Source: an optimization exercise on an open RTL-to-GDS flow (aim: small area, a short achievable clock period and few clock cycles per item). Production flows keep margins and buffers that such runs may drop. Function was not checked in any run shown here: the RTL went through the layout flow alone.

==> flow/design.v <==
module bmul (
    input wire [15:0] a,
    input wire [15:0] b,
    input wire neg,
    output wire [15:0] p
);
    wire [16:0] be = {b, 1'b0};
    wire [16:0] ae = {a[15], a};
    wire n0 = be[2] ^ neg;
    wire o0 = be[1] ^ be[0];
    wire t0 = (be[2] & ~be[1] & ~be[0]) | (~be[2] & be[1] & be[0]);
    wire p0_0 = (o0 & ae[0]) ^ n0;
    wire p0_1 = ((o0 & ae[1]) | (t0 & ae[0])) ^ n0;
    wire p0_2 = ((o0 & ae[2]) | (t0 & ae[1])) ^ n0;
    wire p0_3 = ((o0 & ae[3]) | (t0 & ae[2])) ^ n0;
    wire p0_4 = ((o0 & ae[4]) | (t0 & ae[3])) ^ n0;
    wire p0_5 = ((o0 & ae[5]) | (t0 & ae[4])) ^ n0;
    wire p0_6 = ((o0 & ae[6]) | (t0 & ae[5])) ^ n0;
    wire p0_7 = ((o0 & ae[7]) | (t0 & ae[6])) ^ n0;
    wire p0_8 = ((o0 & ae[8]) | (t0 & ae[7])) ^ n0;
    wire p0_9 = ((o0 & ae[9]) | (t0 & ae[8])) ^ n0;
    wire p0_10 = ((o0 & ae[10]) | (t0 & ae[9])) ^ n0;
    wire p0_11 = ((o0 & ae[11]) | (t0 & ae[10])) ^ n0;
    wire p0_12 = ((o0 & ae[12]) | (t0 & ae[11])) ^ n0;
    wire p0_13 = ((o0 & ae[13]) | (t0 & ae[12])) ^ n0;
    wire p0_14 = ((o0 & ae[14]) | (t0 & ae[13])) ^ n0;
    wire p0_15 = ((o0 & ae[15]) | (t0 & ae[14])) ^ n0;
    wire p0_16 = ~(((o0 & ae[16]) | (t0 & ae[15])) ^ n0);
    wire n1 = be[4] ^ neg;
    wire o1 = be[3] ^ be[2];
    wire t1 = (be[4] & ~be[3] & ~be[2]) | (~be[4] & be[3] & be[2]);
    wire p1_0 = (o1 & ae[0]) ^ n1;
    wire p1_1 = ((o1 & ae[1]) | (t1 & ae[0])) ^ n1;
    wire p1_2 = ((o1 & ae[2]) | (t1 & ae[1])) ^ n1;
    wire p1_3 = ((o1 & ae[3]) | (t1 & ae[2])) ^ n1;
    wire p1_4 = ((o1 & ae[4]) | (t1 & ae[3])) ^ n1;
    wire p1_5 = ((o1 & ae[5]) | (t1 & ae[4])) ^ n1;
    wire p1_6 = ((o1 & ae[6]) | (t1 & ae[5])) ^ n1;
    wire p1_7 = ((o1 & ae[7]) | (t1 & ae[6])) ^ n1;
    wire p1_8 = ((o1 & ae[8]) | (t1 & ae[7])) ^ n1;
    wire p1_9 = ((o1 & ae[9]) | (t1 & ae[8])) ^ n1;
    wire p1_10 = ((o1 & ae[10]) | (t1 & ae[9])) ^ n1;
    wire p1_11 = ((o1 & ae[11]) | (t1 & ae[10])) ^ n1;
    wire p1_12 = ((o1 & ae[12]) | (t1 & ae[11])) ^ n1;
    wire p1_13 = ((o1 & ae[13]) | (t1 & ae[12])) ^ n1;
    wire p1_14 = ((o1 & ae[14]) | (t1 & ae[13])) ^ n1;
    wire p1_15 = ((o1 & ae[15]) | (t1 & ae[14])) ^ n1;
    wire p1_16 = ~(((o1 & ae[16]) | (t1 & ae[15])) ^ n1);
    wire n2 = be[6] ^ neg;
    wire o2 = be[5] ^ be[4];
    wire t2 = (be[6] & ~be[5] & ~be[4]) | (~be[6] & be[5] & be[4]);
    wire p2_0 = (o2 & ae[0]) ^ n2;
    wire p2_1 = ((o2 & ae[1]) | (t2 & ae[0])) ^ n2;
    wire p2_2 = ((o2 & ae[2]) | (t2 & ae[1])) ^ n2;
    wire p2_3 = ((o2 & ae[3]) | (t2 & ae[2])) ^ n2;
    wire p2_4 = ((o2 & ae[4]) | (t2 & ae[3])) ^ n2;
    wire p2_5 = ((o2 & ae[5]) | (t2 & ae[4])) ^ n2;
    wire p2_6 = ((o2 & ae[6]) | (t2 & ae[5])) ^ n2;
    wire p2_7 = ((o2 & ae[7]) | (t2 & ae[6])) ^ n2;
    wire p2_8 = ((o2 & ae[8]) | (t2 & ae[7])) ^ n2;
    wire p2_9 = ((o2 & ae[9]) | (t2 & ae[8])) ^ n2;
    wire p2_10 = ((o2 & ae[10]) | (t2 & ae[9])) ^ n2;
    wire p2_11 = ((o2 & ae[11]) | (t2 & ae[10])) ^ n2;
    wire p2_12 = ((o2 & ae[12]) | (t2 & ae[11])) ^ n2;
    wire p2_13 = ((o2 & ae[13]) | (t2 & ae[12])) ^ n2;
    wire p2_14 = ((o2 & ae[14]) | (t2 & ae[13])) ^ n2;
    wire p2_15 = ((o2 & ae[15]) | (t2 & ae[14])) ^ n2;
    wire p2_16 = ~(((o2 & ae[16]) | (t2 & ae[15])) ^ n2);
    wire n3 = be[8] ^ neg;
    wire o3 = be[7] ^ be[6];
    wire t3 = (be[8] & ~be[7] & ~be[6]) | (~be[8] & be[7] & be[6]);
    wire p3_0 = (o3 & ae[0]) ^ n3;
    wire p3_1 = ((o3 & ae[1]) | (t3 & ae[0])) ^ n3;
    wire p3_2 = ((o3 & ae[2]) | (t3 & ae[1])) ^ n3;
    wire p3_3 = ((o3 & ae[3]) | (t3 & ae[2])) ^ n3;
    wire p3_4 = ((o3 & ae[4]) | (t3 & ae[3])) ^ n3;
    wire p3_5 = ((o3 & ae[5]) | (t3 & ae[4])) ^ n3;
    wire p3_6 = ((o3 & ae[6]) | (t3 & ae[5])) ^ n3;
    wire p3_7 = ((o3 & ae[7]) | (t3 & ae[6])) ^ n3;
    wire p3_8 = ((o3 & ae[8]) | (t3 & ae[7])) ^ n3;
    wire p3_9 = ((o3 & ae[9]) | (t3 & ae[8])) ^ n3;
    wire p3_10 = ((o3 & ae[10]) | (t3 & ae[9])) ^ n3;
    wire p3_11 = ((o3 & ae[11]) | (t3 & ae[10])) ^ n3;
    wire p3_12 = ((o3 & ae[12]) | (t3 & ae[11])) ^ n3;
    wire p3_13 = ((o3 & ae[13]) | (t3 & ae[12])) ^ n3;
    wire p3_14 = ((o3 & ae[14]) | (t3 & ae[13])) ^ n3;
    wire p3_15 = ((o3 & ae[15]) | (t3 & ae[14])) ^ n3;
    wire p3_16 = ~(((o3 & ae[16]) | (t3 & ae[15])) ^ n3);
    wire n4 = be[10] ^ neg;
    wire o4 = be[9] ^ be[8];
    wire t4 = (be[10] & ~be[9] & ~be[8]) | (~be[10] & be[9] & be[8]);
    wire p4_0 = (o4 & ae[0]) ^ n4;
    wire p4_1 = ((o4 & ae[1]) | (t4 & ae[0])) ^ n4;
    wire p4_2 = ((o4 & ae[2]) | (t4 & ae[1])) ^ n4;
    wire p4_3 = ((o4 & ae[3]) | (t4 & ae[2])) ^ n4;
    wire p4_4 = ((o4 & ae[4]) | (t4 & ae[3])) ^ n4;
    wire p4_5 = ((o4 & ae[5]) | (t4 & ae[4])) ^ n4;
    wire p4_6 = ((o4 & ae[6]) | (t4 & ae[5])) ^ n4;
    wire p4_7 = ((o4 & ae[7]) | (t4 & ae[6])) ^ n4;
    wire p4_8 = ((o4 & ae[8]) | (t4 & ae[7])) ^ n4;
    wire p4_9 = ((o4 & ae[9]) | (t4 & ae[8])) ^ n4;
    wire p4_10 = ((o4 & ae[10]) | (t4 & ae[9])) ^ n4;
    wire p4_11 = ((o4 & ae[11]) | (t4 & ae[10])) ^ n4;
    wire p4_12 = ((o4 & ae[12]) | (t4 & ae[11])) ^ n4;
    wire p4_13 = ((o4 & ae[13]) | (t4 & ae[12])) ^ n4;
    wire p4_14 = ((o4 & ae[14]) | (t4 & ae[13])) ^ n4;
    wire p4_15 = ((o4 & ae[15]) | (t4 & ae[14])) ^ n4;
    wire p4_16 = ~(((o4 & ae[16]) | (t4 & ae[15])) ^ n4);
    wire n5 = be[12] ^ neg;
    wire o5 = be[11] ^ be[10];
    wire t5 = (be[12] & ~be[11] & ~be[10]) | (~be[12] & be[11] & be[10]);
    wire p5_0 = (o5 & ae[0]) ^ n5;
    wire p5_1 = ((o5 & ae[1]) | (t5 & ae[0])) ^ n5;
    wire p5_2 = ((o5 & ae[2]) | (t5 & ae[1])) ^ n5;
    wire p5_3 = ((o5 & ae[3]) | (t5 & ae[2])) ^ n5;
    wire p5_4 = ((o5 & ae[4]) | (t5 & ae[3])) ^ n5;
    wire p5_5 = ((o5 & ae[5]) | (t5 & ae[4])) ^ n5;
    wire p5_6 = ((o5 & ae[6]) | (t5 & ae[5])) ^ n5;
    wire p5_7 = ((o5 & ae[7]) | (t5 & ae[6])) ^ n5;
    wire p5_8 = ((o5 & ae[8]) | (t5 & ae[7])) ^ n5;
    wire p5_9 = ((o5 & ae[9]) | (t5 & ae[8])) ^ n5;
    wire p5_10 = ((o5 & ae[10]) | (t5 & ae[9])) ^ n5;
    wire p5_11 = ((o5 & ae[11]) | (t5 & ae[10])) ^ n5;
    wire p5_12 = ((o5 & ae[12]) | (t5 & ae[11])) ^ n5;
    wire p5_13 = ((o5 & ae[13]) | (t5 & ae[12])) ^ n5;
    wire p5_14 = ((o5 & ae[14]) | (t5 & ae[13])) ^ n5;
    wire p5_15 = ((o5 & ae[15]) | (t5 & ae[14])) ^ n5;
    wire p5_16 = ~(((o5 & ae[16]) | (t5 & ae[15])) ^ n5);
    wire n6 = be[14] ^ neg;
    wire o6 = be[13] ^ be[12];
    wire t6 = (be[14] & ~be[13] & ~be[12]) | (~be[14] & be[13] & be[12]);
    wire p6_0 = (o6 & ae[0]) ^ n6;
    wire p6_1 = ((o6 & ae[1]) | (t6 & ae[0])) ^ n6;
    wire p6_2 = ((o6 & ae[2]) | (t6 & ae[1])) ^ n6;
    wire p6_3 = ((o6 & ae[3]) | (t6 & ae[2])) ^ n6;
    wire p6_4 = ((o6 & ae[4]) | (t6 & ae[3])) ^ n6;
    wire p6_5 = ((o6 & ae[5]) | (t6 & ae[4])) ^ n6;
    wire p6_6 = ((o6 & ae[6]) | (t6 & ae[5])) ^ n6;
    wire p6_7 = ((o6 & ae[7]) | (t6 & ae[6])) ^ n6;
    wire p6_8 = ((o6 & ae[8]) | (t6 & ae[7])) ^ n6;
    wire p6_9 = ((o6 & ae[9]) | (t6 & ae[8])) ^ n6;
    wire p6_10 = ((o6 & ae[10]) | (t6 & ae[9])) ^ n6;
    wire p6_11 = ((o6 & ae[11]) | (t6 & ae[10])) ^ n6;
    wire p6_12 = ((o6 & ae[12]) | (t6 & ae[11])) ^ n6;
    wire p6_13 = ((o6 & ae[13]) | (t6 & ae[12])) ^ n6;
    wire p6_14 = ((o6 & ae[14]) | (t6 & ae[13])) ^ n6;
    wire n7 = be[16] ^ neg;
    wire o7 = be[15] ^ be[14];
    wire t7 = (be[16] & ~be[15] & ~be[14]) | (~be[16] & be[15] & be[14]);
    wire p7_0 = (o7 & ae[0]) ^ n7;
    wire p7_1 = ((o7 & ae[1]) | (t7 & ae[0])) ^ n7;
    wire p7_2 = ((o7 & ae[2]) | (t7 & ae[1])) ^ n7;
    wire p7_3 = ((o7 & ae[3]) | (t7 & ae[2])) ^ n7;
    wire p7_4 = ((o7 & ae[4]) | (t7 & ae[3])) ^ n7;
    wire p7_5 = ((o7 & ae[5]) | (t7 & ae[4])) ^ n7;
    wire p7_6 = ((o7 & ae[6]) | (t7 & ae[5])) ^ n7;
    wire p7_7 = ((o7 & ae[7]) | (t7 & ae[6])) ^ n7;
    wire p7_8 = ((o7 & ae[8]) | (t7 & ae[7])) ^ n7;
    wire p7_9 = ((o7 & ae[9]) | (t7 & ae[8])) ^ n7;
    wire p7_10 = ((o7 & ae[10]) | (t7 & ae[9])) ^ n7;
    wire p7_11 = ((o7 & ae[11]) | (t7 & ae[10])) ^ n7;
    wire p7_12 = ((o7 & ae[12]) | (t7 & ae[11])) ^ n7;
    wire w1 = n5 ^ p0_10;
    wire w2 = n5 & p0_10;
    wire w3 = p0_11 ^ p1_9;
    wire w4 = p0_11 & p1_9;
    wire w5 = n6 ^ p0_12 ^ p1_10;
    wire w6 = (n6 & p0_12) | (n6 & p1_10) | (p0_12 & p1_10);
    wire w7 = p2_8 ^ p3_6;
    wire w8 = p2_8 & p3_6;
    wire w9 = p0_13 ^ p1_11 ^ p2_9;
    wire w10 = (p0_13 & p1_11) | (p0_13 & p2_9) | (p1_11 & p2_9);
    wire w11 = p3_7 ^ p4_5;
    wire w12 = p3_7 & p4_5;
    wire w13 = n7 ^ p0_14 ^ p1_12;
    wire w14 = (n7 & p0_14) | (n7 & p1_12) | (p0_14 & p1_12);
    wire w15 = p2_10 ^ p3_8 ^ p4_6;
    wire w16 = (p2_10 & p3_8) | (p2_10 & p4_6) | (p3_8 & p4_6);
    wire w17 = p5_4 ^ p6_2;
    wire w18 = p5_4 & p6_2;
    wire w19 = p0_15 ^ p1_13 ^ p2_11;
    wire w20 = (p0_15 & p1_13) | (p0_15 & p2_11) | (p1_13 & p2_11);
    wire w21 = p3_9 ^ p4_7 ^ p5_5;
    wire w22 = (p3_9 & p4_7) | (p3_9 & p5_5) | (p4_7 & p5_5);
    wire w23 = p6_3 ^ p7_1;
    wire w24 = p6_3 & p7_1;
    wire w25 = 1'b1 ^ p0_16 ^ p1_14;
    wire w26 = (1'b1 & p0_16) | (1'b1 & p1_14) | (p0_16 & p1_14);
    wire w27 = p2_12 ^ p3_10 ^ p4_8;
    wire w28 = (p2_12 & p3_10) | (p2_12 & p4_8) | (p3_10 & p4_8);
    wire w29 = p5_6 ^ p6_4 ^ p7_2;
    wire w30 = (p5_6 & p6_4) | (p5_6 & p7_2) | (p6_4 & p7_2);
    wire w31 = 1'b1 ^ p1_15 ^ p2_13;
    wire w32 = (1'b1 & p1_15) | (1'b1 & p2_13) | (p1_15 & p2_13);
    wire w33 = p3_11 ^ p4_9 ^ p5_7;
    wire w34 = (p3_11 & p4_9) | (p3_11 & p5_7) | (p4_9 & p5_7);
    wire w35 = p6_5 ^ p7_3;
    wire w36 = p6_5 & p7_3;
    wire w37 = p1_16 ^ p2_14 ^ p3_12;
    wire w38 = (p1_16 & p2_14) | (p1_16 & p3_12) | (p2_14 & p3_12);
    wire w39 = p4_10 ^ p5_8 ^ p6_6;
    wire w40 = (p4_10 & p5_8) | (p4_10 & p6_6) | (p5_8 & p6_6);
    wire w41 = 1'b1 ^ p2_15 ^ p3_13;
    wire w42 = (1'b1 & p2_15) | (1'b1 & p3_13) | (p2_15 & p3_13);
    wire w43 = p4_11 ^ p5_9;
    wire w44 = p4_11 & p5_9;
    wire w45 = p2_16 ^ p3_14 ^ p4_12;
    wire w46 = (p2_16 & p3_14) | (p2_16 & p4_12) | (p3_14 & p4_12);
    wire w47 = 1'b1 ^ p3_15;
    wire w48 = 1'b1 & p3_15;
    wire w49 = n3 ^ p0_6;
    wire w50 = n3 & p0_6;
    wire w51 = p0_7 ^ p1_5;
    wire w52 = p0_7 & p1_5;
    wire w53 = n4 ^ p0_8 ^ p1_6;
    wire w54 = (n4 & p0_8) | (n4 & p1_6) | (p0_8 & p1_6);
    wire w55 = p2_4 ^ p3_2;
    wire w56 = p2_4 & p3_2;
    wire w57 = p0_9 ^ p1_7 ^ p2_5;
    wire w58 = (p0_9 & p1_7) | (p0_9 & p2_5) | (p1_7 & p2_5);
    wire w59 = p3_3 ^ p4_1;
    wire w60 = p3_3 & p4_1;
    wire w61 = p1_8 ^ p2_6 ^ p3_4;
    wire w62 = (p1_8 & p2_6) | (p1_8 & p3_4) | (p2_6 & p3_4);
    wire w63 = p4_2 ^ p5_0 ^ w1;
    wire w64 = (p4_2 & p5_0) | (p4_2 & w1) | (p5_0 & w1);
    wire w65 = p2_7 ^ p3_5 ^ p4_3;
    wire w66 = (p2_7 & p3_5) | (p2_7 & p4_3) | (p3_5 & p4_3);
    wire w67 = p5_1 ^ w2 ^ w3;
    wire w68 = (p5_1 & w2) | (p5_1 & w3) | (w2 & w3);
    wire w69 = p4_4 ^ p5_2 ^ p6_0;
    wire w70 = (p4_4 & p5_2) | (p4_4 & p6_0) | (p5_2 & p6_0);
    wire w71 = w4 ^ w7 ^ w5;
    wire w72 = (w4 & w7) | (w4 & w5) | (w7 & w5);
    wire w73 = p5_3 ^ p6_1 ^ w8;
    wire w74 = (p5_3 & p6_1) | (p5_3 & w8) | (p6_1 & w8);
    wire w75 = w11 ^ w6 ^ w9;
    wire w76 = (w11 & w6) | (w11 & w9) | (w6 & w9);
    wire w77 = p7_0 ^ w12 ^ w17;
    wire w78 = (p7_0 & w12) | (p7_0 & w17) | (w12 & w17);
    wire w79 = w10 ^ w13 ^ w15;
    wire w80 = (w10 & w13) | (w10 & w15) | (w13 & w15);
    wire w81 = w18 ^ w23 ^ w14;
    wire w82 = (w18 & w23) | (w18 & w14) | (w23 & w14);
    wire w83 = w16 ^ w19 ^ w21;
    wire w84 = (w16 & w19) | (w16 & w21) | (w19 & w21);
    wire w85 = w24 ^ w20 ^ w22;
    wire w86 = (w24 & w20) | (w24 & w22) | (w20 & w22);
    wire w87 = w25 ^ w27 ^ w29;
    wire w88 = (w25 & w27) | (w25 & w29) | (w27 & w29);
    wire w89 = w35 ^ w26 ^ w28;
    wire w90 = (w35 & w26) | (w35 & w28) | (w26 & w28);
    wire w91 = w30 ^ w31 ^ w33;
    wire w92 = (w30 & w31) | (w30 & w33) | (w31 & w33);
    wire w93 = p7_4 ^ w36 ^ w32;
    wire w94 = (p7_4 & w36) | (p7_4 & w32) | (w36 & w32);
    wire w95 = w34 ^ w37 ^ w39;
    wire w96 = (w34 & w37) | (w34 & w39) | (w37 & w39);
    wire w97 = p6_7 ^ p7_5 ^ w43;
    wire w98 = (p6_7 & p7_5) | (p6_7 & w43) | (p7_5 & w43);
    wire w99 = w38 ^ w40 ^ w41;
    wire w100 = (w38 & w40) | (w38 & w41) | (w40 & w41);
    wire w101 = p5_10 ^ p6_8 ^ p7_6;
    wire w102 = (p5_10 & p6_8) | (p5_10 & p7_6) | (p6_8 & p7_6);
    wire w103 = w44 ^ w42 ^ w45;
    wire w104 = (w44 & w42) | (w44 & w45) | (w42 & w45);
    wire w105 = p4_13 ^ p5_11 ^ p6_9;
    wire w106 = (p4_13 & p5_11) | (p4_13 & p6_9) | (p5_11 & p6_9);
    wire w107 = p7_7 ^ w47 ^ w46;
    wire w108 = (p7_7 & w47) | (p7_7 & w46) | (w47 & w46);
    wire w109 = p3_16 ^ p4_14 ^ p5_12;
    wire w110 = (p3_16 & p4_14) | (p3_16 & p5_12) | (p4_14 & p5_12);
    wire w111 = p6_10 ^ p7_8 ^ w48;
    wire w112 = (p6_10 & p7_8) | (p6_10 & w48) | (p7_8 & w48);
    wire w113 = 1'b1 ^ p4_15 ^ p5_13;
    wire w114 = (1'b1 & p4_15) | (1'b1 & p5_13) | (p4_15 & p5_13);
    wire w115 = p6_11 ^ p7_9;
    wire w116 = p6_11 & p7_9;
    wire w117 = p4_16 ^ p5_14 ^ p6_12;
    wire w118 = (p4_16 & p5_14) | (p4_16 & p6_12) | (p5_14 & p6_12);
    wire w119 = 1'b1 ^ p5_15;
    wire w120 = 1'b1 & p5_15;
    wire w121 = n2 ^ p0_4;
    wire w122 = n2 & p0_4;
    wire w123 = p0_5 ^ p1_3;
    wire w124 = p0_5 & p1_3;
    wire w125 = p1_4 ^ p2_2 ^ p3_0;
    wire w126 = (p1_4 & p2_2) | (p1_4 & p3_0) | (p2_2 & p3_0);
    wire w127 = p2_3 ^ p3_1 ^ w50;
    wire w128 = (p2_3 & p3_1) | (p2_3 & w50) | (p3_1 & w50);
    wire w129 = p4_0 ^ w52 ^ w55;
    wire w130 = (p4_0 & w52) | (p4_0 & w55) | (w52 & w55);
    wire w131 = w56 ^ w59 ^ w54;
    wire w132 = (w56 & w59) | (w56 & w54) | (w59 & w54);
    wire w133 = w60 ^ w58 ^ w61;
    wire w134 = (w60 & w58) | (w60 & w61) | (w58 & w61);
    wire w135 = w62 ^ w65 ^ w64;
    wire w136 = (w62 & w65) | (w62 & w64) | (w65 & w64);
    wire w137 = w66 ^ w69 ^ w68;
    wire w138 = (w66 & w69) | (w66 & w68) | (w69 & w68);
    wire w139 = w70 ^ w73 ^ w72;
    wire w140 = (w70 & w73) | (w70 & w72) | (w73 & w72);
    wire w141 = w74 ^ w77 ^ w76;
    wire w142 = (w74 & w77) | (w74 & w76) | (w77 & w76);
    wire w143 = w78 ^ w80 ^ w81;
    wire w144 = (w78 & w80) | (w78 & w81) | (w80 & w81);
    wire w145 = w82 ^ w84 ^ w85;
    wire w146 = (w82 & w84) | (w82 & w85) | (w84 & w85);
    wire w147 = w86 ^ w88 ^ w89;
    wire w148 = (w86 & w88) | (w86 & w89) | (w88 & w89);
    wire w149 = w90 ^ w92 ^ w93;
    wire w150 = (w90 & w92) | (w90 & w93) | (w92 & w93);
    wire w151 = w97 ^ w94 ^ w96;
    wire w152 = (w97 & w94) | (w97 & w96) | (w94 & w96);
    wire w153 = w101 ^ w98 ^ w100;
    wire w154 = (w101 & w98) | (w101 & w100) | (w98 & w100);
    wire w155 = w102 ^ w105 ^ w104;
    wire w156 = (w102 & w105) | (w102 & w104) | (w105 & w104);
    wire w157 = w106 ^ w109 ^ w111;
    wire w158 = (w106 & w109) | (w106 & w111) | (w109 & w111);
    wire w159 = w115 ^ w110 ^ w113;
    wire w160 = (w115 & w110) | (w115 & w113) | (w110 & w113);
    wire w161 = p7_10 ^ w116 ^ w114;
    wire w162 = (p7_10 & w116) | (p7_10 & w114) | (w116 & w114);
    wire w163 = p6_13 ^ p7_11 ^ w119;
    wire w164 = (p6_13 & p7_11) | (p6_13 & w119) | (p7_11 & w119);
    wire w165 = p5_16 ^ p6_14 ^ p7_12;
    wire w166 = (p5_16 & p6_14) | (p5_16 & p7_12) | (p6_14 & p7_12);
    wire w167 = n1 ^ p0_2;
    wire w168 = n1 & p0_2;
    wire w169 = p0_3 ^ p1_1;
    wire w170 = p0_3 & p1_1;
    wire w171 = p1_2 ^ p2_0 ^ w121;
    wire w172 = (p1_2 & p2_0) | (p1_2 & w121) | (p2_0 & w121);
    wire w173 = p2_1 ^ w122 ^ w123;
    wire w174 = (p2_1 & w122) | (p2_1 & w123) | (w122 & w123);
    wire w175 = w124 ^ w49 ^ w125;
    wire w176 = (w124 & w49) | (w124 & w125) | (w49 & w125);
    wire w177 = w51 ^ w126 ^ w127;
    wire w178 = (w51 & w126) | (w51 & w127) | (w126 & w127);
    wire w179 = w53 ^ w128 ^ w129;
    wire w180 = (w53 & w128) | (w53 & w129) | (w128 & w129);
    wire w181 = w57 ^ w130 ^ w131;
    wire w182 = (w57 & w130) | (w57 & w131) | (w130 & w131);
    wire w183 = w63 ^ w132 ^ w133;
    wire w184 = (w63 & w132) | (w63 & w133) | (w132 & w133);
    wire w185 = w67 ^ w134 ^ w135;
    wire w186 = (w67 & w134) | (w67 & w135) | (w134 & w135);
    wire w187 = w71 ^ w136 ^ w137;
    wire w188 = (w71 & w136) | (w71 & w137) | (w136 & w137);
    wire w189 = w75 ^ w138 ^ w139;
    wire w190 = (w75 & w138) | (w75 & w139) | (w138 & w139);
    wire w191 = w79 ^ w140 ^ w141;
    wire w192 = (w79 & w140) | (w79 & w141) | (w140 & w141);
    wire w193 = w83 ^ w142 ^ w143;
    wire w194 = (w83 & w142) | (w83 & w143) | (w142 & w143);
    wire w195 = w87 ^ w144 ^ w145;
    wire w196 = (w87 & w144) | (w87 & w145) | (w144 & w145);
    wire w197 = w91 ^ w146 ^ w147;
    wire w198 = (w91 & w146) | (w91 & w147) | (w146 & w147);
    wire w199 = w95 ^ w148 ^ w149;
    wire w200 = (w95 & w148) | (w95 & w149) | (w148 & w149);
    wire w201 = w99 ^ w150 ^ w151;
    wire w202 = (w99 & w150) | (w99 & w151) | (w150 & w151);
    wire w203 = w103 ^ w152 ^ w153;
    wire w204 = (w103 & w152) | (w103 & w153) | (w152 & w153);
    wire w205 = w107 ^ w154 ^ w155;
    wire w206 = (w107 & w154) | (w107 & w155) | (w154 & w155);
    wire w207 = w108 ^ w157 ^ w156;
    wire w208 = (w108 & w157) | (w108 & w156) | (w157 & w156);
    wire w209 = w112 ^ w159 ^ w158;
    wire w210 = (w112 & w159) | (w112 & w158) | (w159 & w158);
    wire w211 = w117 ^ w160 ^ w161;
    wire w212 = (w117 & w160) | (w117 & w161) | (w160 & w161);
    wire w213 = w118 ^ w163 ^ w162;
    wire w214 = (w118 & w163) | (w118 & w162) | (w163 & w162);
    wire w215 = w120 ^ w165 ^ w164;
    wire w216 = (w120 & w165) | (w120 & w164) | (w165 & w164);
    wire [26:0] sx = {w214, w212, w210, w208, w206, w204, w202, w200, w198, w196, w194, w192, w190, w188, w186, w184, w182, w180, w178, w176, w174, w172, w170, w168, w167, p0_1, n0};
    wire [26:0] sy = {w215, w213, w211, w209, w207, w205, w203, w201, w199, w197, w195, w193, w191, w189, w187, w185, w183, w181, w179, w177, w175, w173, w171, w169, p1_0, 1'b0, p0_0};
    wire [26:0] sum = sx + sy;
    assign p = sum[26:11];
endmodule
module pre85 (
    input wire [14:0] X2,
    output wire [9:0] u1
);
    wire w1 = X2[0] ^ X2[2];
    wire w2 = X2[0] & X2[2];
    wire w3 = X2[1] ^ X2[3];
    wire w4 = X2[1] & X2[3];
    wire w5 = X2[2] ^ X2[4];
    wire w6 = X2[2] & X2[4];
    wire w7 = X2[3] ^ X2[5];
    wire w8 = X2[3] & X2[5];
    wire w9 = X2[4] ^ X2[6];
    wire w10 = X2[4] & X2[6];
    wire w11 = X2[5] ^ X2[7];
    wire w12 = X2[5] & X2[7];
    wire w13 = X2[6] ^ X2[8];
    wire w14 = X2[6] & X2[8];
    wire w15 = X2[7] ^ X2[9];
    wire w16 = X2[7] & X2[9];
    wire w17 = X2[8] ^ X2[10];
    wire w18 = X2[8] & X2[10];
    wire w19 = X2[0] ^ X2[2];
    wire w20 = X2[0] & X2[2];
    wire w21 = X2[1] ^ X2[3];
    wire w22 = X2[1] & X2[3];
    wire w23 = X2[4] ^ X2[6] ^ X2[0];
    wire w24 = (X2[4] & X2[6]) | (X2[4] & X2[0]) | (X2[6] & X2[0]);
    wire w25 = X2[5] ^ X2[7] ^ w2;
    wire w26 = (X2[5] & X2[7]) | (X2[5] & w2) | (X2[7] & w2);
    wire w27 = X2[6] ^ X2[8] ^ w4;
    wire w28 = (X2[6] & X2[8]) | (X2[6] & w4) | (X2[8] & w4);
    wire w29 = X2[7] ^ X2[9] ^ w6;
    wire w30 = (X2[7] & X2[9]) | (X2[7] & w6) | (X2[9] & w6);
    wire w31 = X2[8] ^ X2[10] ^ w8;
    wire w32 = (X2[8] & X2[10]) | (X2[8] & w8) | (X2[10] & w8);
    wire w33 = X2[9] ^ X2[11] ^ w10;
    wire w34 = (X2[9] & X2[11]) | (X2[9] & w10) | (X2[11] & w10);
    wire w35 = X2[10] ^ X2[12] ^ w12;
    wire w36 = (X2[10] & X2[12]) | (X2[10] & w12) | (X2[12] & w12);
    wire w37 = X2[11] ^ X2[13] ^ w14;
    wire w38 = (X2[11] & X2[13]) | (X2[11] & w14) | (X2[13] & w14);
    wire w39 = X2[12] ^ X2[14] ^ w16;
    wire w40 = (X2[12] & X2[14]) | (X2[12] & w16) | (X2[14] & w16);
    wire w41 = X2[9] ^ X2[11] ^ X2[13];
    wire w42 = (X2[9] & X2[11]) | (X2[9] & X2[13]) | (X2[11] & X2[13]);
    wire w43 = X2[10] ^ X2[12];
    wire w44 = X2[10] & X2[12];
    wire w45 = X2[0] ^ X2[2];
    wire w46 = X2[0] & X2[2];
    wire w47 = X2[1] ^ X2[3];
    wire w48 = X2[1] & X2[3];
    wire w49 = X2[4] ^ X2[0] ^ w19;
    wire w50 = (X2[4] & X2[0]) | (X2[4] & w19) | (X2[0] & w19);
    wire w51 = X2[5] ^ w20 ^ w21;
    wire w52 = (X2[5] & w20) | (X2[5] & w21) | (w20 & w21);
    wire w53 = w22 ^ w1 ^ w23;
    wire w54 = (w22 & w1) | (w22 & w23) | (w1 & w23);
    wire w55 = w3 ^ w24 ^ w25;
    wire w56 = (w3 & w24) | (w3 & w25) | (w24 & w25);
    wire w57 = w5 ^ w26 ^ w27;
    wire w58 = (w5 & w26) | (w5 & w27) | (w26 & w27);
    wire w59 = w7 ^ w28 ^ w29;
    wire w60 = (w7 & w28) | (w7 & w29) | (w28 & w29);
    wire w61 = w9 ^ w30 ^ w31;
    wire w62 = (w9 & w30) | (w9 & w31) | (w30 & w31);
    wire w63 = w11 ^ w32 ^ w33;
    wire w64 = (w11 & w32) | (w11 & w33) | (w32 & w33);
    wire w65 = w13 ^ w34 ^ w35;
    wire w66 = (w13 & w34) | (w13 & w35) | (w34 & w35);
    wire w67 = w15 ^ w36 ^ w37;
    wire w68 = (w15 & w36) | (w15 & w37) | (w36 & w37);
    wire w69 = w17 ^ w38 ^ w39;
    wire w70 = (w17 & w38) | (w17 & w39) | (w38 & w39);
    wire w71 = w18 ^ w41 ^ w40;
    wire w72 = (w18 & w41) | (w18 & w40) | (w41 & w40);
    wire w73 = X2[14] ^ w43 ^ w42;
    wire w74 = (X2[14] & w43) | (X2[14] & w42) | (w43 & w42);
    wire w75 = X2[11] ^ X2[13] ^ w44;
    wire w76 = (X2[11] & X2[13]) | (X2[11] & w44) | (X2[13] & w44);
    wire w77 = X2[12] ^ X2[14];
    wire w78 = X2[12] & X2[14];
    wire w79 = X2[0] & X2[0];
    wire w80 = X2[0] ^ X2[0];
    wire w81 = w45 & X2[0];
    wire w82 = w45 ^ X2[0];
    wire w83 = w46 & w47;
    wire w84 = w46 ^ w47;
    wire w85 = w48 & w49;
    wire w86 = w48 ^ w49;
    wire w87 = w50 & w51;
    wire w88 = w50 ^ w51;
    wire w89 = w52 & w53;
    wire w90 = w52 ^ w53;
    wire w91 = w54 & w55;
    wire w92 = w54 ^ w55;
    wire w93 = w56 & w57;
    wire w94 = w56 ^ w57;
    wire w95 = w58 & w59;
    wire w96 = w58 ^ w59;
    wire w97 = w60 & w61;
    wire w98 = w60 ^ w61;
    wire w99 = w62 & w63;
    wire w100 = w62 ^ w63;
    wire w101 = w64 & w65;
    wire w102 = w64 ^ w65;
    wire w103 = w66 & w67;
    wire w104 = w66 ^ w67;
    wire w105 = w68 & w69;
    wire w106 = w68 ^ w69;
    wire w107 = w70 & w71;
    wire w108 = w70 ^ w71;
    wire w109 = w72 & w73;
    wire w110 = w72 ^ w73;
    wire w111 = w74 & w75;
    wire w112 = w74 ^ w75;
    wire w113 = w76 & w77;
    wire w114 = w76 ^ w77;
    wire w115 = w78 & X2[13];
    wire w116 = w78 ^ X2[13];
    wire w117 = X2[1] & w79;
    wire w118 = w83 | (w84 & w81);
    wire w119 = w84 & w82;
    wire w120 = w87 | (w88 & w85);
    wire w121 = w88 & w86;
    wire w122 = w91 | (w92 & w89);
    wire w123 = w92 & w90;
    wire w124 = w95 | (w96 & w93);
    wire w125 = w96 & w94;
    wire w126 = w99 | (w100 & w97);
    wire w127 = w100 & w98;
    wire w128 = w103 | (w104 & w101);
    wire w129 = w104 & w102;
    wire w130 = w107 | (w108 & w105);
    wire w131 = w108 & w106;
    wire w132 = w111 | (w112 & w109);
    wire w133 = w112 & w110;
    wire w134 = w115 | (w116 & w113);
    wire w135 = w116 & w114;
    wire w136 = w81 | (w82 & w117);
    wire w137 = w118 | (w119 & w117);
    wire w138 = w89 | (w90 & w120);
    wire w139 = w90 & w121;
    wire w140 = w122 | (w123 & w120);
    wire w141 = w123 & w121;
    wire w142 = w97 | (w98 & w124);
    wire w143 = w98 & w125;
    wire w144 = w126 | (w127 & w124);
    wire w145 = w127 & w125;
    wire w146 = w105 | (w106 & w128);
    wire w147 = w106 & w129;
    wire w148 = w130 | (w131 & w128);
    wire w149 = w131 & w129;
    wire w150 = w113 | (w114 & w132);
    wire w151 = w114 & w133;
    wire w152 = w134 | (w135 & w132);
    wire w153 = w135 & w133;
    wire w154 = w85 | (w86 & w137);
    wire w155 = w120 | (w121 & w137);
    wire w156 = w138 | (w139 & w137);
    wire w157 = w140 | (w141 & w137);
    wire w158 = w101 | (w102 & w144);
    wire w159 = w102 & w145;
    wire w160 = w128 | (w129 & w144);
    wire w161 = w129 & w145;
    wire w162 = w146 | (w147 & w144);
    wire w163 = w147 & w145;
    wire w164 = w148 | (w149 & w144);
    wire w165 = w149 & w145;
    wire w166 = X2[14] & w152;
    wire w167 = X2[14] & w153;
    wire w168 = w93 | (w94 & w157);
    wire w169 = w124 | (w125 & w157);
    wire w170 = w142 | (w143 & w157);
    wire w171 = w144 | (w145 & w157);
    wire w172 = w158 | (w159 & w157);
    wire w173 = w160 | (w161 & w157);
    wire w174 = w162 | (w163 & w157);
    wire w175 = w164 | (w165 & w157);
    wire w176 = w109 | (w110 & w175);
    wire w177 = w132 | (w133 & w175);
    wire w178 = w150 | (w151 & w175);
    wire w179 = w152 | (w153 & w175);
    wire w180 = w166 | (w167 & w175);
    wire w181 = w100 ^ w170;
    wire w182 = w102 ^ w171;
    wire w183 = w104 ^ w172;
    wire w184 = w106 ^ w173;
    wire w185 = w108 ^ w174;
    wire w186 = w110 ^ w175;
    wire w187 = w112 ^ w176;
    wire w188 = w114 ^ w177;
    wire w189 = w116 ^ w178;
    wire w190 = X2[14] ^ w179;
    assign u1 = {w190, w189, w188, w187, w186, w185, w184, w183, w182, w181};
endmodule
module pre2 (
    input wire [13:0] T,
    input wire s,
    output wire [8:0] q
);
    wire [13:0] Tn = T ^ {14{~s}};
    wire sx = ~s & Tn[13];
    wire m3 = ~s & Tn[0];
    wire m4 = s ? T[0] : Tn[1];
    wire m5 = s ? T[1] : Tn[2];
    wire m6 = s ? T[2] : Tn[3];
    wire m7 = s ? T[3] : Tn[4];
    wire m8 = s ? T[4] : Tn[5];
    wire m9 = s ? T[5] : Tn[6];
    wire m10 = s ? T[6] : Tn[7];
    wire m11 = s ? T[7] : Tn[8];
    wire m12 = s ? T[8] : Tn[9];
    wire m13 = s ? T[9] : Tn[10];
    wire m14 = s ? T[10] : Tn[11];
    wire m15 = s ? T[11] : Tn[12];
    wire m16 = s ? T[12] : Tn[13];
    wire m17 = s ? T[13] : sx;
    wire w1 = s ^ ~s;
    wire w2 = s & ~s;
    wire w3 = s ^ m4;
    wire w4 = s & m4;
    wire w5 = s ^ m5;
    wire w6 = s & m5;
    wire w7 = s ^ m6;
    wire w8 = s & m6;
    wire w9 = s ^ m7;
    wire w10 = s & m7;
    wire w11 = s ^ m8;
    wire w12 = s & m8;
    wire w13 = s ^ ~s;
    wire w14 = s & ~s;
    wire w15 = s ^ Tn[1];
    wire w16 = s & Tn[1];
    wire w17 = s ^ Tn[2];
    wire w18 = s & Tn[2];
    wire w19 = m3 ^ Tn[3] ^ w1;
    wire w20 = (m3 & Tn[3]) | (m3 & w1) | (Tn[3] & w1);
    wire w21 = Tn[4] ^ w2 ^ w3;
    wire w22 = (Tn[4] & w2) | (Tn[4] & w3) | (w2 & w3);
    wire w23 = Tn[5] ^ w4 ^ w5;
    wire w24 = (Tn[5] & w4) | (Tn[5] & w5) | (w4 & w5);
    wire w25 = Tn[6] ^ w6 ^ w7;
    wire w26 = (Tn[6] & w6) | (Tn[6] & w7) | (w6 & w7);
    wire w27 = Tn[7] ^ w8 ^ w9;
    wire w28 = (Tn[7] & w8) | (Tn[7] & w9) | (w8 & w9);
    wire w29 = Tn[8] ^ w10 ^ w11;
    wire w30 = (Tn[8] & w10) | (Tn[8] & w11) | (w10 & w11);
    wire w31 = m9 ^ Tn[9] ^ w12;
    wire w32 = (m9 & Tn[9]) | (m9 & w12) | (Tn[9] & w12);
    wire w33 = m10 ^ Tn[10];
    wire w34 = m10 & Tn[10];
    wire w35 = m11 ^ Tn[11];
    wire w36 = m11 & Tn[11];
    wire w37 = m12 ^ Tn[12];
    wire w38 = m12 & Tn[12];
    wire w39 = m13 ^ Tn[13];
    wire w40 = m13 & Tn[13];
    wire w41 = m14 ^ sx;
    wire w42 = m14 & sx;
    wire w43 = m15 ^ sx;
    wire w44 = m15 & sx;
    wire w45 = m16 ^ sx;
    wire w46 = m16 & sx;
    wire w47 = m17 ^ sx;
    wire w48 = m17 & sx;
    wire w49 = w13 & Tn[0];
    wire w50 = w13 ^ Tn[0];
    wire w51 = w14 & w15;
    wire w52 = w14 ^ w15;
    wire w53 = w16 & w17;
    wire w54 = w16 ^ w17;
    wire w55 = w18 & w19;
    wire w56 = w18 ^ w19;
    wire w57 = w20 & w21;
    wire w58 = w20 ^ w21;
    wire w59 = w22 & w23;
    wire w60 = w22 ^ w23;
    wire w61 = w24 & w25;
    wire w62 = w24 ^ w25;
    wire w63 = w26 & w27;
    wire w64 = w26 ^ w27;
    wire w65 = w28 & w29;
    wire w66 = w28 ^ w29;
    wire w67 = w30 & w31;
    wire w68 = w30 ^ w31;
    wire w69 = w32 & w33;
    wire w70 = w32 ^ w33;
    wire w71 = w34 & w35;
    wire w72 = w34 ^ w35;
    wire w73 = w36 & w37;
    wire w74 = w36 ^ w37;
    wire w75 = w38 & w39;
    wire w76 = w38 ^ w39;
    wire w77 = w40 & w41;
    wire w78 = w40 ^ w41;
    wire w79 = w42 & w43;
    wire w80 = w42 ^ w43;
    wire w81 = w44 & w45;
    wire w82 = w44 ^ w45;
    wire w83 = w46 & w47;
    wire w84 = w46 ^ w47;
    wire w85 = w51 | (w52 & w49);
    wire w86 = w55 | (w56 & w53);
    wire w87 = w56 & w54;
    wire w88 = w59 | (w60 & w57);
    wire w89 = w60 & w58;
    wire w90 = w63 | (w64 & w61);
    wire w91 = w64 & w62;
    wire w92 = w67 | (w68 & w65);
    wire w93 = w68 & w66;
    wire w94 = w71 | (w72 & w69);
    wire w95 = w72 & w70;
    wire w96 = w75 | (w76 & w73);
    wire w97 = w76 & w74;
    wire w98 = w79 | (w80 & w77);
    wire w99 = w80 & w78;
    wire w100 = w83 | (w84 & w81);
    wire w101 = w84 & w82;
    wire w102 = w53 | (w54 & w85);
    wire w103 = w86 | (w87 & w85);
    wire w104 = w61 | (w62 & w88);
    wire w105 = w62 & w89;
    wire w106 = w90 | (w91 & w88);
    wire w107 = w91 & w89;
    wire w108 = w69 | (w70 & w92);
    wire w109 = w70 & w93;
    wire w110 = w94 | (w95 & w92);
    wire w111 = w95 & w93;
    wire w112 = w77 | (w78 & w96);
    wire w113 = w78 & w97;
    wire w114 = w98 | (w99 & w96);
    wire w115 = w99 & w97;
    wire w116 = w57 | (w58 & w103);
    wire w117 = w88 | (w89 & w103);
    wire w118 = w104 | (w105 & w103);
    wire w119 = w106 | (w107 & w103);
    wire w120 = w73 | (w74 & w110);
    wire w121 = w74 & w111;
    wire w122 = w96 | (w97 & w110);
    wire w123 = w97 & w111;
    wire w124 = w112 | (w113 & w110);
    wire w125 = w113 & w111;
    wire w126 = w114 | (w115 & w110);
    wire w127 = w115 & w111;
    wire w128 = w65 | (w66 & w119);
    wire w129 = w92 | (w93 & w119);
    wire w130 = w108 | (w109 & w119);
    wire w131 = w110 | (w111 & w119);
    wire w132 = w120 | (w121 & w119);
    wire w133 = w122 | (w123 & w119);
    wire w134 = w124 | (w125 & w119);
    wire w135 = w126 | (w127 & w119);
    wire w136 = w81 | (w82 & w135);
    wire w137 = w100 | (w101 & w135);
    wire w138 = w68 ^ w128;
    wire w139 = w70 ^ w129;
    wire w140 = w72 ^ w130;
    wire w141 = w74 ^ w131;
    wire w142 = w76 ^ w132;
    wire w143 = w78 ^ w133;
    wire w144 = w80 ^ w134;
    wire w145 = w82 ^ w135;
    wire w146 = w84 ^ w136;
    assign q = {w146, w145, w144, w143, w142, w141, w140, w139, w138};
endmodule
module main (
    input wire [15:0] v, x,
    input wire clk, reset, start,
    output wire done,
    output wire [15:0] final_result
);
    reg [5:0] p;
    reg done_r;
    reg [14:0] X2;
    reg [13:0] T;
    reg [15:0] F;
    wire [9:0] u1;
    pre85 p85 (.X2(X2), .u1(u1));
    wire [8:0] a23;
    pre2 p23 (.T(T), .s(p[2]), .q(a23));
    wire [8:0] t9 = T[8:0];
    wire k1 = (t9 != 9'd0), k2 = (t9 >= 9'd90), k3 = (t9 >= 9'd179);
    wire k4 = (t9 >= 9'd268), k5 = (t9 >= 9'd357), k6 = (t9 >= 9'd446);
    wire [2:0] a4 = {k4, (k2 & ~k4) | k6, (k1 & ~k2) | (k3 & ~k4) | (k5 & ~k6)};
    wire [13:0] ra = p[1] ? 14'd2048 : F[13:0];
    wire [13:0] rb = p[1] ? {1'b1, ~X2[14:1]} : T;
    wire [14:0] rc;
    wire [13:0] acc_n;
    assign rc[0] = p[1] & ~X2[0];
    genvar i;
    generate
        for (i = 0; i < 14; i = i + 1) begin : rip
            assign acc_n[i] = ra[i] ^ rb[i] ^ rc[i];
            assign rc[i+1] = (ra[i] & rb[i]) | (ra[i] & rc[i]) | (rb[i] & rc[i]);
        end
    endgenerate
    wire [13:0] accf = F[13:0] + T;
    wire [15:0] B = ({16{p[0]}} & {{2{x[13]}}, x[13:0]}) | ({16{p[5]}} & {{2{accf[13]}}, accf}) |
                    ({16{~p[0] & ~p[5]}} & {1'b0, X2});
    wire [15:0] A = ({16{p[0]}} & {{2{x[13]}}, x[13:0]}) | ({16{p[1]}} & {6'b0, u1}) |
                    ({16{p[2] | p[3]}} & {7'b0, a23}) | ({16{p[4]}} & {13'b0, a4}) |
                    ({16{p[5]}} & v);
    wire [15:0] P;
    bmul mul (.a(A), .b(B), .neg(p[2] | p[4]), .p(P));
    always @(posedge clk) begin
        if (reset) begin
            p <= 6'b000001;
            done_r <= 1'b0;
        end else begin
            if (p[0]) begin
                if (start) begin p <= 6'b000010; done_r <= 1'b0; end
            end else begin
                p <= {p[4:0], p[5]};
                if (p[5]) done_r <= 1'b1;
            end
        end
    end
    always @(posedge clk) begin
        if (p[0]) X2 <= P[14:0];
        T <= P[13:0];
        if (p[5]) F <= P;
        else if (!p[0]) F[13:0] <= acc_n;
    end
    assign done = done_r;
    assign final_result = F;
endmodule
==> flow/flow/run.sh <==
#!/bin/bash
# The standard layout, with plain buffers on the ports instead of the delay
# cells buffer_ports picks by default. Every tool's output goes to
# standard_flow.log in this folder.
set -euo pipefail
export BUFFER_PORTS_ARGS="-buffer_cell sky130_fd_sc_hd__buf_2"
bash standard.sh > standard_flow.log 2>&1
==> flow/standard.sh <==
#!/bin/bash
# synth_recipe.tcl (not shown) runs the flow's synth.tcl, then flattens the netlist and writes it again
# the make line also repeats each setting of config.mk as NAME=value (left out here)
make -C /OpenROAD-flow-scripts/flow DESIGN_CONFIG=/design/flow/config.mk WORK_HOME=/design/flow/orfs CLKGATE_MAP_FILE= SYNTH_SCRIPT=/design/flow/synth_recipe.tcl "${@:-finish}"
==> flow/config.mk <==
export PLATFORM = sky130hd
export DESIGN_NAME = main
export DESIGN_NICKNAME = main
export VERILOG_FILES = /design/flow/design.v
export SDC_FILE = /design/flow/constraint.sdc
export NUM_CORES = 4
export LEC_CHECK = 0
export ABC_AREA = 1
export CAP_MARGIN = 20
export CORE_MARGIN = 2
export CORE_UTILIZATION = 40
export SETUP_SLACK_MARGIN = 3.5
export SLEW_MARGIN = 20
==> flow/constraint.sdc <==
create_clock -name core_clock -period 13.0 [get_ports {clk}]
set_input_delay 2.6000 -clock core_clock [delete_from_list [all_inputs] [get_ports {clk}]]
set_output_delay 2.6000 -clock core_clock [all_outputs]
set_load 0.01 [all_outputs]
==> summary.md, run 1 <==
| Metric | Value |
|---|---|
| Number of distinct standard cells referenced by the synthesized netlist | `55` |
| Ant. Diodes | `0` |
| HPWL Detailed | `34200 microns` |
| Post-Synth XOR/XNOR Area | `0.106` |
| Top cells by area, synth | `fa_1 20%, nand2_1 13%, ha_1 12%, inv_1 9.7%, xor2_1 8.9%` |
| CTS tree | `built` |
| Die width | `183 microns` |
| Crit path max fanout | `13` |
| Die ar. | `0.0334 sq mm` |
| Filler Cell Count | `3320` |
| Sequential share of the synthesized area | `0.106` |
| Post-Synth Simple-Gate Area | `0.233` |
| Max-slew violation count | `0` |
| Post-CTS Setup Bufs | `0` |
| DRC | `0` |
| Largest family of logic cells by synthesized area | `adder cells` |
| Final Critical Period | `8990 ps` |
| Resize count post-CTS | `0` |
| Worst hold slack | `448 ps` |
| Root buf cell | `clkbuf_16` |
| Number of core rows | `65` |
| Gpl congestion | `0.989` |
| CP Capture Type | `register` |
| IO buf count | `49` |
| Primary FF master, synth | `edfxtp_1` |
| Setup TNS | `0 ps` |
| Post-place setup slack | `4100 ps` |
| Period utilisation layout | `0.692` |
| Worst-Skew Late Latency | `300 ps` |
| Share of layout cells above drive strength 1 | `0.0691` |
| Vias per cell | `5.34` |
| Antenna violations before repair | `0` |
| Total grt overflow | `0` |
| Synth Instances | `1806` |
| Synth top cells by count | `445 x nand2_1, 330 x inv_1, 130 x xor2_1` |
| GRT Util Overall | `0.250` |
| Average wire per standard cell | `18.3 microns` |
| Area Overhead vs Synth | `6.55%` |
| FMAX | `111 MHz` |
| Drt first pass iters | `5` |
| Compound-Gate Fraction of Synth Area | `0.125` |
| Slowest CP cell | `nand4_1` |
| Setup ws final | `4010 ps` |
| CTS clk-pin slew, worst paths | `80 ps` |
| Post-synth top area cell | `fa_1` |
| Vias post-DR | `12000` |
| Most frequent cell after synthesis | `nand2_1` |
| First DRT Iteration DRCs | `778` |
| Slowest Stage Delay on Critical Path | `670 ps` |
| Status | `finished clean` |
| Max-slew headroom | `0.400` |
| Final #Nets | `2118` |
| Final WL | `41000 microns` |
| DP Cell Count | `2233` |
| WP data arrival | `9000 ps` |
| Final hold violation count | `0` |
| Clock buffer depth | `2` |
| Post-route insts no fill | `2241` |
| TritonCTS Sinks | `52` |
| Vias in the first global route | `11700` |
| IO Pins | `52` |
| Setup violators final | `0` |
| Number of synthesized flops with an enable pin | `31` |
| Post-Synth Adder-Cell Area | `0.314` |
| DIE HEIGHT | `183 microns` |
| Min-delay worst type | `register to register` |
| Clock Skews | `11.8 ps` |
| CP Class | `register to register` |
| Area of the multi-input gates | `0.00995 sq mm` |
| Synthesized cell area | `0.0128 sq mm` |
| Max-Cap Viols | `0` |
| Antenna viol nets, final | `0` |
| Global-route wire length before repair | `64700 microns` |
| Num CTS Buffers | `5` |
| Largest net degree at the start of global routing | `52` |
| Seq. cell area | `0.00135 sq mm` |
| Worst Path Required | `13010 ps` |
| H-tree depth reported by CTS | `2` |
| Reg2Reg Setup Slack | `4010 ps` |
| Mux share of post-synthesis cell area | `0.000783` |
| CORE AREA | `0.0316 sq mm` |
| Post-Syn Area per Cell | `7.08 sq um` |
| Flops & latches, synth | `52` |
| Crit path launch type | `register` |
| RSZ-0062 raised after global routing | `no` |
| Initial core utilization | `0.405` |
| Ys async rst share | `0` |
| Syn Nets | `2086` |
| Hold Buf Count CTS | `0` |
| Post-synth top area share | `0.199` |
| Worst-margin pin slew | `899 ps` |
| Synth warnings | `1` |
[flip-flops by register name, summed over array words and instances (netlist names)]
register	flops
F	16
T	14
X2	15
done_r	1
p	6
[per-stage QoR]
stage	util	instance area, sq um
2_1_floorplan	-	12800
3_3_place_gp	0.427	13500
3_5_place_dp	0.427	13500
4_1_cts	0.432	13600
5_1_grt	0.432	13600
6_report	0.432	13600
[path summary, 6_finish.rpt]
check,cells after the start,startpoint,end
worst max-delay path,35,X2[4],F[15]
worst min-delay path,2,done_r,done_r
worst max register to register,35,X2[4],F[15]
worst min register to register,2,done_r,done_r
[cells in the final DEF, fill, tap and decap left out, drive strengths merged, types with 7 or more instances in the layout]
cell type,synthesis,layout
nand2,449,449
inv,345,348
xor2,139,139
fa,127,127
ha,118,118
nor2,108,108
o21ai,92,92
nand3,91,91
a21oi,76,76
buf,21,63
o22ai,55,55
edfxtp,31,31
dfxtp,21,21
nor3,16,16
or2,12,12
and2,11,11
a22oi,11,11
nand4,10,10
nand3b,8,8
a21boi,7,7
[critical path: cells and delay by family, from the launching register on]
kind	cells	cell delay, ps
adders and majority gates	10	4140
DFF	1	600
xor gates and xnor gates	2	330
AOI/OAI and AO/OA	5	900
and+or+nand+nor	10	1910
buffers and inverters	8	770
[cells by family (layout without fill, tap and decap cells)]
kind of cell | count (synthesis) | after routing
fa+ha+maj | 245 | 245
simple gates | 708 | 708
flops | 52 | 52
xor+xnor | 143 | 143
buf+inv | 386 | 419
mux | 1 | 1
compound gates | 271 | 271
[metal layers]
layer,part of all wire,track usage
met1,0.43,0.336
met2,0.46,0.414
met3,0.059,0.0216
met4,0.051,0.112
met5,0,0
[final cells by class]
cell class / count / area share
Clock buffer: 5 / 0.00918
Clock inverter: 3 / 0.00211
Inverter: 348 / 0.0962
Multi-Input combinational cell: 1368 / 0.731
Sequential cell: 52 / 0.0993
Tap cell: 402 / 0.0369
Timing Repair Buffer: 63 / 0.0257
==> run 2: changes to the inputs <==
==> flow/run.sh (new file) <==
#!/bin/bash
# synth_recipe.tcl (not shown) runs the flow's synth.tcl, then flattens the netlist and writes it again
# the make line also repeats each setting of config.mk as NAME=value (left out here)
make -C /OpenROAD-flow-scripts/flow DESIGN_CONFIG=/design/flow/config.mk WORK_HOME=/design/flow/orfs CLKGATE_MAP_FILE= SYNTH_SCRIPT=/design/flow/synth_recipe.tcl finish
removed: flow/flow/run.sh
removed: flow/standard.sh
==> summary.md, run 2 <==
| Metric | Value |
|---|---|
| Max-slew violation count | `0` |
| CP cell instances | `clkdlybuf4s50_1 -> nand2_1 -> a21boi_0 -> nand2_1 -> xor2_2 -> inv_2 -> xor2_1 -> fa_1 -> fa_1 -> inv_1 -> fa_1 -> inv_1 -> fa_1 -> inv_1 -> ha_1 -> a21oi_1 -> inv_1 -> nor2_1 -> nand2_1 -> a21oi_1 -> o21ai_2 -> a21oi_1 -> nand3b_1 -> nand2_1` |
| Metal3 WL | `2770 microns` |
| Post-place setup slack | `3770 ps` |
| Gpl congestion | `0.964` |
| Synth top cells by count | `445 x nand2_1, 330 x inv_1, 130 x xor2_1` |
| FMAX | `112 MHz` |
| Most frequent cell after synthesis | `nand2_1` |
| Hold Buf Count CTS | `0` |
| Setup ws final | `4090 ps` |
| Worst Path Required | `13010 ps` |
| Commonest non-fill, non-tap cells in the layout | `445 x nand2_1, 330 x inv_1, 130 x xor2_1, 127 x fa_1, 118 x ha_1` |
| Post-synth top area cell | `fa_1` |
| Syn Nets | `2086` |
| Status | `finished clean` |
| Worst path depth | `24` |
| Initial core utilization | `0.405` |
| Ys async rst share | `0` |
| Reg with most FFs | `F` |
| Die width | `183 microns` |
| WL met2 | `19000 microns` |
| Drt first pass iters | `6` |
| Compound-Gate Fraction of Synth Area | `0.125` |
| Final Critical Period | `8910 ps` |
| Antenna viol nets, final | `0` |
| Root buf cell | `clkbuf_16` |
| Post-Syn Area per Cell | `7.08 sq um` |
| Top cells by area, synth | `fa_1 20%, nand2_1 13%, ha_1 12%, inv_1 9.7%, xor2_1 8.9%` |
| CP startpoint | `x[7]` |
| Most common cell after layout, fill and taps aside | `nand2_1` |
| Synth Instances | `1806` |
| Synth warnings | `1` |
| Biggest regs | `F (16), X2 (15), T (14)` |
| Die ar. | `0.0334 sq mm` |
| Worst-Skew Late Latency | `300 ps` |
| IO buf count | `49` |
| Synthesized cell area | `0.0128 sq mm` |
| Ant. Diodes | `0` |
| Min-delay worst type | `register to register` |
| Uppermost layer routed | `met4` |
| Post-Synth XOR/XNOR Area | `0.106` |
| Largest net degree at the start of global routing | `52` |
| Total grt overflow | `0` |
| Max-Cap Viols | `0` |
| Crit path max fanout | `11` |
| Antenna violations before repair | `0` |
| Hold_sp | `done_r` |
| Cells on worst reg2reg path | `35` |
| Final #Nets | `2120` |
| Flops & latches, synth | `52` |
| Max reg flops | `16` |
| Area Overhead vs Synth | `8.58%` |
| Number of synthesized flops with an enable pin | `31` |
| Clock Skews | `12.5 ps` |
| Critical path buffer and inverter count | `6` |
| Mux share of post-synthesis cell area | `0.000783` |
| Num CTS Buffers | `5` |
| Global-route wire length before repair | `65000 microns` |
| H-tree depth reported by CTS | `2` |
| Sequential share of the synthesized area | `0.106` |
| Resize count post-CTS | `0` |
| CORE AREA | `0.0316 sq mm` |
| IO Pins | `52` |
| Worst-margin pin slew | `1030 ps` |
| Met1 wire length | `17800 microns` |
| CTS tree | `built` |
| TritonCTS Sinks | `52` |
| Post-Synth Adder-Cell Area | `0.314` |
| Crit path launch type | `input port` |
| RSZ-0062 raised after global routing | `no` |
| Vias post-DR | `11900` |
| Primary FF master, synth | `edfxtp_1` |
| Setup TNS | `0 ps` |
| Post-CTS Setup Bufs | `0` |
| GRT Util Overall | `0.250` |
| CTS clk-pin slew, worst paths | `70 ps` |
| Largest family of logic cells by synthesized area | `adder cells` |
| Period utilisation layout | `0.685` |
| HPWL Detailed | `34500 microns` |
| Max-slew headroom | `0.312` |
| First DRT Iteration DRCs | `1193` |
| Setup violators final | `0` |
| Hold Path Stages | `2` |
| Share of layout cells above drive strength 1 | `0.0435` |
| Vias per cell | `5.32` |
| CP Class | `input port to register` |
| CP Capture Type | `register` |
| DRC | `0` |
| Post-synth top area share | `0.199` |
| Average wire per standard cell | `18.3 microns` |
| Filler Cell Count | `3337` |
| WP data arrival | `8920 ps` |
| DIE HEIGHT | `183 microns` |
| Post-Synth Simple-Gate Area | `0.233` |
| Placed instance area | `0.0137 sq mm` |
| Clock buffer depth | `2` |
| R2r startpoint | `X2[9]` |
| Design area | `0.0139 sq mm` |
| Vias in the first global route | `11700` |
| Slowest CP cell | `xor2_2` |
| Final WL | `41100 microns` |
| Final hold violation count | `0` |
| Slowest Stage Delay on Critical Path | `700 ps` |
| Number of distinct standard cells referenced by the synthesized netlist | `55` |
| Number of core rows | `65` |
| Crit path max-delay family | `adder cells` |
run 2: cell counts after synthesis:
No cell type changed its count.
run 2: cells by family after synthesis:
kind of cell / after synthesis
AO/OA/AOI/OAI: 271
XOR/XNOR: 143
adder cells (fa/ha/maj): 245
buffers and inverters: 386
flip-flops: 52
multiplexers: 1
AND/OR/NAND/NOR: 708
run 2: layout make-up:
class                   instances  area (sq um)  area share
repair buffers                 65           611      0.0440
clock inverters                 3          28.8     0.00207
inverters                     348          1310      0.0944
clock buffers                   5           125     0.00901
well taps                     402           503      0.0362
flip-flops and latches         52          1350      0.0974
multi-input cells            1368          9950       0.717
run 2: layer usage:
layer  GRT usage  vias up
met5           0        -
met1       0.338     5647
li1            -     5767
met4      0.0813        0
met2       0.418      444
met3      0.0284       76
run 2: path summary, 6_finish.rpt:
path | endpoint | slack, ps
max reg2reg | F[15] | 4220
min reg2reg | done_r | 450
max | F[15] | 4090
min | done_r | 450
run 2: worst reg2reg max path, delay by kind of cell (launching register included):
family | cells | cell delay, ps
xor gates and xnor gates | 1 | 150
adders and majority gates | 9 | 4010
DFF | 1 | 630
and+or+nand+nor | 11 | 1850
buffers and inverters | 9 | 690
AOI/OAI and AO/OA | 5 | 1150
run 2: through the flow:
step | utilization | std cells | hold WS (ps)
6_report | 0.440 | 2243 | 448
5_1_grt | 0.440 | 2243 | 467
4_1_cts | 0.439 | 2239 | 451
3_5_place_dp | 0.434 | 2231 | 440
3_3_place_gp | 0.434 | 2231 | 438
2_1_floorplan | - | 1806 | 471

## static timing again, ports no longer ideal
Ports are ideal in the flow. The routed layouts listed here were re-timed in OpenROAD. Step 1: set_driving_cell puts a clkbuf_16 on clk and a buf_2 on each other input, an assumption about the parent block. Step 2 adds t to the input delays and takes it off the output delays; t is the mean of the earliest and latest rising clock arrival at the registers after step 1. Input paths then give back, and output paths get back, about the clock's delay inside the block. Three values: no drivers, after step 1, after step 2; two values: the first two.
run	t (ns)	setup slack, ns	hold slack, ns	slew at the worst register clock pin (ns)	worst data-port slew with drivers (ns)
run 1	0.333	4.006 / 4.006 / 4.006	0.448 / 0.448 / 0.448	0.08 / 0.08	0.04
run 2	0.333	4.093 / 4.105 / 3.772	0.448 / 0.448 / 0.448	0.08 / 0.08	0.05
After both steps every run listed still meets setup and hold. For run 2, which loses most, drivers alone change the setup slack by +0.012 ns; drivers and shift together by -0.321 ns.
